This design comes from an exercise in tuning for small area and a short achievable clock period on the open sky130 flow, not from production work. Function was checked by simulation only, so behaviour that the tests miss may differ from the original. Power is estimated from default activity; no workload was simulated.

==> flow/design.v (excerpt) <==
module calc_top (
   input              clk,
   input              rst,
   input      [15:0]  data_x,
   input      [1:0]   KEY,
   input      [6:0]   SW,
   output     [7:0]   HEX0,
   output     [7:0]   HEX1,
   output     [7:0]   HEX2,
   output     [7:0]   HEX3,
   output     [7:0]   HEX4,
   output     [7:0]   HEX5,
   output     [1:0]   LEDR
   );
Settings: LEC_CHECK=0, CAP_MARGIN=20, CORE_MARGIN=2, CORE_UTILIZATION=65, CTS_BUF_LIST=sky130_fd_sc_hd__clkbuf_8, CTS_CLUSTER_DIAMETER=50, CTS_CLUSTER_SIZE=20, SLEW_MARGIN=20; clock period 28.0 ns.
standard.sh (not shown) runs the stock make flow with config.mk's settings and CLKGATE_MAP_FILE= SYNTH_SCRIPT=/design/flow/synth_recipe.tcl, a recipe that flattens the netlist after the stock synthesis.
==> flow/flow/run.sh <==
#!/bin/bash
# Own layout flow: the standard synthesis, then the combinational logic
# between the registers is mapped again by ABC (the registers, their names
# and cell types stay as the standard synthesis made them), then the standard flow's
# standard layout steps from floorplan to finish, with timing repair aiming
# past zero slack and plain buffers on the ports.
set -euo pipefail
W=$(pwd)
R=$W/orfs/results/$FLOW_PLATFORM/calc_top/base
ABC_SCRIPT="+strash;dc2;b;dch,-f;map,-D,2000;topo;dnsize"
MARGIN=13
YOSYS=yosys
[[ -x $FLOW_HOME/../tools/install/yosys/bin/yosys ]] && YOSYS=$FLOW_HOME/../tools/install/yosys/bin/yosys

bash standard.sh synth > $W/std_synth.log 2>&1
cp $R/1_2_yosys.v $W/std_netlist.v

DONT_USE=$(make -s -C $FLOW_HOME DESIGN_CONFIG=$W/config.mk WORK_HOME=$W/orfs print-DONT_USE_CELLS | sed -n 's/^DONT_USE_CELLS: *//p' | tail -1)
LIB=$(make -s -C $FLOW_HOME DESIGN_CONFIG=$W/config.mk WORK_HOME=$W/orfs print-LIB_FILES | sed -n 's/^LIB_FILES: *//p' | tail -1)
export REMAP_IN=$W/std_netlist.v REMAP_OUT=$W/remap_netlist.v REMAP_LIB="$LIB" \
       REMAP_DONT_USE="$DONT_USE" REMAP_TOP=$FLOW_TOP REMAP_SCRIPT="$ABC_SCRIPT"
$YOSYS -c $W/flow/remap.tcl > $W/remap.log 2>&1
cp $W/remap_netlist.v $R/1_2_yosys.v
rm -f $R/1_synth.odb $R/1_synth.sdc

bash standard.sh SETUP_SLACK_MARGIN=$MARGIN \
   BUFFER_PORTS_ARGS="-buffer_cell sky130_fd_sc_hd__buf_2" finish > $W/layout.log 2>&1
==> flow/flow/remap.tcl <==
# Map the standard synthesis's combinational logic again, for area.
# Registers are kept as black boxes, so their instances, names and cell
# types are untouched.
yosys -import
set lib [lindex $::env(REMAP_LIB) 0]
read_liberty -ignore_miss_func -ignore_miss_dir $lib
read_verilog $::env(REMAP_IN)
hierarchy -top $::env(REMAP_TOP)
setattr -mod -set blackbox 1 sky130_fd_sc_hd__*df*
flatten
opt_clean -purge
tee -o remap_before.txt stat
set du {}
foreach c $::env(REMAP_DONT_USE) { lappend du -dont_use $c }
abc -liberty $lib {*}$du -script $::env(REMAP_SCRIPT)
opt_clean -purge
hilomap -singleton -hicell sky130_fd_sc_hd__conb_1 HI -locell sky130_fd_sc_hd__conb_1 LO
setundef -zero
splitnets
opt_clean -purge
insbuf -buf sky130_fd_sc_hd__buf_4 A X
read_liberty -lib -ignore_miss_func -ignore_miss_dir $lib
hierarchy -top $::env(REMAP_TOP)
tee -o remap_stat.txt stat -liberty $lib
check -assert
write_verilog -noattr -nohex -nodec $::env(REMAP_OUT)
Change:
--- a/flow/flow/run.sh
+++ b/flow/flow/run.sh
@@ -8,5 +8,5 @@
 W=$(pwd)
 R=$W/orfs/results/$FLOW_PLATFORM/calc_top/base
-ABC_SCRIPT="+strash;dc2;b;dch,-f;map,-D,2000;topo;dnsize"
+ABC_SCRIPT="+strash;&get,-n;&dch,-f;&nf,-p;&put;topo;dnsize"
 MARGIN=13
 YOSYS=yosys
CTS_BUF_LIST = sky130_fd_sc_hd__clkbuf_16   (was sky130_fd_sc_hd__clkbuf_8)
CTS_CLUSTER_DIAMETER = 60   (was 50)
CTS_CLUSTER_SIZE = 30   (was 20)
Die area shrinks slightly. Flip-flop and latch count stays the same. Via count shrinks by about a fifth. Setup slack degrades by 0.78 ns. Clock-buffer cell count shrinks by 9. Critical path depth shrinks by 4.
Change:
--- a/flow/flow/run.sh
+++ b/flow/flow/run.sh
@@ -8,5 +8,6 @@
 W=$(pwd)
 R=$W/orfs/results/$FLOW_PLATFORM/calc_top/base
-ABC_SCRIPT="+strash;&get,-n;&dch,-f;&nf,-p;&put;topo;dnsize"
+ABC_SCRIPT="+strash;dc2;b;dch,-f;map;topo;dnsize"
+ABC_SCRIPT2="+strash;dch,-f;amap;topo;dnsize"
 MARGIN=13
 YOSYS=yosys
@@ -19,5 +20,6 @@
 LIB=$(make -s -C $FLOW_HOME DESIGN_CONFIG=$W/config.mk WORK_HOME=$W/orfs print-LIB_FILES | sed -n 's/^LIB_FILES: *//p' | tail -1)
 export REMAP_IN=$W/std_netlist.v REMAP_OUT=$W/remap_netlist.v REMAP_LIB="$LIB" \
-       REMAP_DONT_USE="$DONT_USE" REMAP_TOP=$FLOW_TOP REMAP_SCRIPT="$ABC_SCRIPT"
+       REMAP_DONT_USE="$DONT_USE" REMAP_TOP=$FLOW_TOP REMAP_SCRIPT="$ABC_SCRIPT" \
+       REMAP_SCRIPT2="$ABC_SCRIPT2"
 $YOSYS -c $W/flow/remap.tcl > $W/remap.log 2>&1
 cp $W/remap_netlist.v $R/1_2_yosys.v
--- a/flow/flow/remap.tcl
+++ b/flow/flow/remap.tcl
@@ -1,5 +1,6 @@
-# Map the standard synthesis's combinational logic again, for area.
-# Registers are kept as black boxes, so their instances, names and cell
-# types are untouched.
+# Map the standard synthesis's combinational logic again.  The cone that
+# drives the outputs (the critical paths, from SW to HEX) is mapped for
+# delay, the rest for area.  Registers are kept as black boxes, so their
+# instances, names and cell types are untouched.
 yosys -import
 set lib [lindex $::env(REMAP_LIB) 0]
@@ -10,8 +11,10 @@
 flatten
 opt_clean -purge
-tee -o remap_before.txt stat
 set du {}
 foreach c $::env(REMAP_DONT_USE) { lappend du -dont_use $c }
-abc -liberty $lib {*}$du -script $::env(REMAP_SCRIPT)
+select -set oc o:HEX* o:LEDR* %u %ci*:-sky130_fd_sc_hd__dfxtp_1:-sky130_fd_sc_hd__edfxtp_1
+abc -liberty $lib {*}$du -script $::env(REMAP_SCRIPT) @oc
+select -clear
+abc -liberty $lib {*}$du -script $::env(REMAP_SCRIPT2)
 opt_clean -purge
 hilomap -singleton -hicell sky130_fd_sc_hd__conb_1 HI -locell sky130_fd_sc_hd__conb_1 LO
CTS_BUF_LIST = sky130_fd_sc_hd__clkbuf_8   (was sky130_fd_sc_hd__clkbuf_16)
CTS_CLUSTER_DIAMETER = 50   (was 60)
CTS_CLUSTER_SIZE = 20   (was 30)
PLACE_DENSITY = 0.8   (was default)
Routed wire length is higher by a few percent.
Worst setup slack improved by 0.75 ns.
Hold slack is worse by 0.0090 ns.
Sequential power barely changes.
Utilization came out lower by 2.7 points.
Die area hardly moves.
Cell area came out lower by a few percent.
Clock-buffer cell count rose by 8.
Non-clock buffer count decreases by 29.
Maximum frequency climbs by a few percent.
Synthesized cell count went up by about a fifth.
Change:
--- a/flow/flow/run.sh
+++ b/flow/flow/run.sh
@@ -8,7 +8,6 @@
 W=$(pwd)
 R=$W/orfs/results/$FLOW_PLATFORM/calc_top/base
-ABC_SCRIPT="+strash;dc2;b;dch,-f;map;topo;dnsize"
-ABC_SCRIPT2="+strash;dch,-f;amap;topo;dnsize"
-MARGIN=13
+ABC_SCRIPT="+strash;dc2;b;dch,-f;map,-D,2000;topo;dnsize"
+MARGIN=14
 YOSYS=yosys
 [[ -x $FLOW_HOME/../tools/install/yosys/bin/yosys ]] && YOSYS=$FLOW_HOME/../tools/install/yosys/bin/yosys
@@ -20,6 +19,5 @@
 LIB=$(make -s -C $FLOW_HOME DESIGN_CONFIG=$W/config.mk WORK_HOME=$W/orfs print-LIB_FILES | sed -n 's/^LIB_FILES: *//p' | tail -1)
 export REMAP_IN=$W/std_netlist.v REMAP_OUT=$W/remap_netlist.v REMAP_LIB="$LIB" \
-       REMAP_DONT_USE="$DONT_USE" REMAP_TOP=$FLOW_TOP REMAP_SCRIPT="$ABC_SCRIPT" \
-       REMAP_SCRIPT2="$ABC_SCRIPT2"
+       REMAP_DONT_USE="$DONT_USE" REMAP_TOP=$FLOW_TOP REMAP_SCRIPT="$ABC_SCRIPT"
 $YOSYS -c $W/flow/remap.tcl > $W/remap.log 2>&1
 cp $W/remap_netlist.v $R/1_2_yosys.v
==> flow/flow/remap.tcl (replaced) <==
# Map the standard synthesis's combinational logic again, for area.
# Registers are kept as black boxes, so their instances, names and cell
# types are untouched.
yosys -import
set lib [lindex $::env(REMAP_LIB) 0]
read_liberty -ignore_miss_func -ignore_miss_dir $lib
read_verilog $::env(REMAP_IN)
hierarchy -top $::env(REMAP_TOP)
setattr -mod -set blackbox 1 sky130_fd_sc_hd__*df*
flatten
opt_clean -purge
tee -o remap_before.txt stat
set du {}
foreach c $::env(REMAP_DONT_USE) { lappend du -dont_use $c }
abc -liberty $lib {*}$du -script $::env(REMAP_SCRIPT)
opt_clean -purge
hilomap -singleton -hicell sky130_fd_sc_hd__conb_1 HI -locell sky130_fd_sc_hd__conb_1 LO
setundef -zero
splitnets
opt_clean -purge
insbuf -buf sky130_fd_sc_hd__buf_4 A X
read_liberty -lib -ignore_miss_func -ignore_miss_dir $lib
hierarchy -top $::env(REMAP_TOP)
tee -o remap_stat.txt stat -liberty $lib
check -assert
write_verilog -noattr -nohex -nodec $::env(REMAP_OUT)
CTS_BUF_LIST = sky130_fd_sc_hd__clkbuf_16   (was sky130_fd_sc_hd__clkbuf_8)
CTS_CLUSTER_DIAMETER = 60   (was 50)
CTS_CLUSTER_SIZE = 30   (was 20)
PLACE_DENSITY = default   (was 0.8)
Result: The new run completed with no timing, DRC or antenna violations; design area came out higher by 9.3%; count of clock-buffer cells in the layout came out lower by 7; flip-flop and latch count stays the same; worst setup slack is worse by 0.073 ns; utilization came out higher by 6.3 points; total power came out higher by 13%; sequential share of layout area came out lower by 4.7 points; area after synthesis came out higher by 1.5%; worst hold slack is better by 0.0060 ns.

[static timing again, ports no longer ideal]
The flow's constraints put no driver on any port. The routed layouts listed below were extracted and timed again, unchanged, in two steps.
Step 1 assumes that a clkbuf_16 drives the clock port and a buf_2 every other input.
Step 2 also shifts input and output timing later by t, the mid clock arrival at the registers, as if the neighbouring blocks saw the same clock.
Three values: ideal, step 1, step 2; two values: the first two.
run | t, ns | setup WS [ns] | hold WS [ns] | latest minus earliest clock arrival (ns)
the first run | 0.610 | 13.146 / 13.109 / 13.109 | 0.310 / 0.310 / 0.310 | 0.060 / 0.060
the second run | 0.540 | 12.366 / 12.303 / 12.303 | 0.328 / 0.328 / 0.328 | 0.032 / 0.032
the third run | 0.617 | 13.121 / 13.064 / 13.064 | 0.319 / 0.319 / 0.319 | 0.044 / 0.044
the fourth run | 0.552 | 13.048 / 12.878 / 12.878 | 0.325 / 0.325 / 0.325 | 0.036 / 0.036
After both steps setup and hold are still met in every run listed. The setup slack of the fourth run, which loses most, moves by -0.170 ns with the drivers and by -0.170 ns with both steps.
